This design comes from an exercise in tuning for small area and a short achievable clock period on the open sky130 flow, not from production work. Only simulation tests tie the RTL to the original design; equivalence was not proved.

// neuron_intra_Nbits
module neuron_intra_Nbits #(
parameter N = 16,
parameter N_INPUTS = 16,
parameter LOG_N_INPUTS = 4
) (
    input  wire                         clk,
    input  wire                         rst,
    input  wire                         en,
    input  wire signed [N*N_INPUTS-1:0] W,
    input  wire signed [N*N_INPUTS-1:0] X_N,
    output reg signed [         N-1:0] Out
);
Size: roughly 9700 cells after synthesis, roughly 510 flip-flops, roughly 0.10 sq mm of cells after synthesis.
export LEC_CHECK = 0
export CAP_MARGIN = 40
export CORE_MARGIN = 2
export CORE_UTILIZATION = 40
export SLEW_MARGIN = 60
export SYNTH_HIERARCHICAL = 1
export SYNTH_MINIMUM_KEEP_SIZE = 0
create_clock -name core_clock -period 14.0 [get_ports {clk}]
standard.sh (not shown) runs the stock make flow with config.mk's settings and CLKGATE_MAP_FILE= SYNTH_SCRIPT=/design/flow/synth_recipe.tcl, a recipe that flattens the netlist after the stock synthesis.
==> flow/flow/run.sh <==
#!/bin/bash
# Own layout flow: the standard flow (standard.sh: unchanged synthesis,
# constraints and steps) with these changes in how the layout is made:
#  - the port buffers that buffer_ports adds to every input and output are
#    sky130_fd_sc_hd__buf_2 rather than the tool's default pick
#    (clkdlybuf4s50_1, a slow delay cell twice the area);
#  - the repair_timing run after clock-tree synthesis aims for 7.8 ns of setup
#    slack, and the one after global routing for 7.7 ns (SETUP_SLACK_MARGIN),
#    so the resizer keeps shortening the worst paths after they meet the
#    14 ns clock. Floorplan and placement keep the default margin.
# make's and each tool's full output goes to the standard_*.log files here;
# ORFS also keeps a log per step under orfs/logs/.
set -euo pipefail
BP="BUFFER_PORTS_ARGS=-buffer_cell sky130_fd_sc_hd__buf_2"
bash standard.sh "$BP" place > standard_place.log 2>&1
bash standard.sh "$BP" SETUP_SLACK_MARGIN=7.8 cts > standard_cts.log 2>&1
bash standard.sh "$BP" SETUP_SLACK_MARGIN=7.7 finish > standard_finish.log 2>&1
test -s out/final.def
Edit:
==> flow/flow/run.sh (replaced) <==
#!/bin/bash
# Own layout flow: the standard flow (standard.sh: unchanged synthesis,
# constraints and steps) with two changes in how the layout is made:
#  - the port buffers that buffer_ports adds to every input and output are
#    sky130_fd_sc_hd__buf_2 rather than the tool's default pick
#    (clkdlybuf4s50_1, a slow delay cell twice the area);
#  - the repair_timing run after clock-tree synthesis aims for 7.6 ns of setup
#    slack (SETUP_SLACK_MARGIN), so the resizer keeps shortening the worst
#    paths after they meet the 14 ns clock. Every other step keeps the default.
# make's and each tool's full output goes to the standard_*.log files here;
# ORFS also keeps a log per step under orfs/logs/.
set -euo pipefail
BP="BUFFER_PORTS_ARGS=-buffer_cell sky130_fd_sc_hd__buf_2"
bash standard.sh "$BP" place > standard_place.log 2>&1
bash standard.sh "$BP" SETUP_SLACK_MARGIN=7.6 cts > standard_cts.log 2>&1
bash standard.sh "$BP" finish > standard_finish.log 2>&1
test -s out/final.def
The new run passed the timing, DRC and antenna checks.
Via count shrinks by 1.0%.
Area after synthesis is unchanged.
Global-route usage shrinks by 0.21 points.
Non-clock buffer count shrinks by 211.
Final area shrinks by 3.7%.
Setup slack gets worse by 250 ps.
Sequential share of layout area grows by 0.35 points.
Edit:
==> flow/flow/run.sh (replaced) <==
#!/bin/bash
# Own layout flow: the standard flow (standard.sh: unchanged synthesis,
# constraints and steps) with these changes in how the layout is made:
#  - the port buffers that buffer_ports adds to every input and output are
#    sky130_fd_sc_hd__buf_2 rather than the tool's default pick
#    (clkdlybuf4s50_1, a slow delay cell twice the area);
#  - the repair_timing run after clock-tree synthesis aims for 7.6 ns of setup
#    slack, and the one after global routing for 7.5 ns (SETUP_SLACK_MARGIN),
#    so the resizer keeps shortening the worst paths after they meet the
#    14 ns clock. Floorplan and placement keep the default margin.
# make's and each tool's full output goes to the standard_*.log files here;
# ORFS also keeps a log per step under orfs/logs/.
set -euo pipefail
BP="BUFFER_PORTS_ARGS=-buffer_cell sky130_fd_sc_hd__buf_2"
bash standard.sh "$BP" place > standard_place.log 2>&1
bash standard.sh "$BP" SETUP_SLACK_MARGIN=7.6 cts > standard_cts.log 2>&1
bash standard.sh "$BP" SETUP_SLACK_MARGIN=7.5 finish > standard_finish.log 2>&1
test -s out/final.def
The new run produced a clean layout.
Cell area rose by 0.38%.
Count of clock-buffer cells in the layout does not change.
Setup slack improved by 25 ps.
Die area is unchanged.
Fmax rose by 0.38%.
Non-clock buffer count rose by 7.
Critical path depth fell by 7.
Routed wire length hardly moves.

-- re-timing with driven ports --
Ports are ideal in the flow. The routed layouts listed here were re-timed in OpenROAD. Step 1: set_driving_cell puts a clkbuf_16 on clk and a buf_2 on each other input, an assumption about the parent block. Step 2 moves the port delays by t, midway between the first and last clock arrival at a register: inputs arrive t later, outputs are due t later. That takes back most of the time a late clock gives input paths. Three values: no drivers, after step 1, after step 2; two values: the first two.
run	t, ns	setup WS [ns]	worst hold slack (ns)	worst setup path at the end	pins driven straight from the clock port
the first run	0.804	7.652 / 7.640 / 6.835	0.449 / 0.449 / 0.449	input to register	1
the second run	0.808	7.399 / 7.399 / 6.682	0.447 / 0.447 / 0.447	input to register	1
the third run	0.807	7.424 / 7.494 / 6.687	0.450 / 0.450 / 0.450	input to register	1
After both steps setup and hold are still met in every run listed. The setup slack of the first run, which loses most, moves by -0.012 ns with the drivers and by -0.817 ns with both steps.
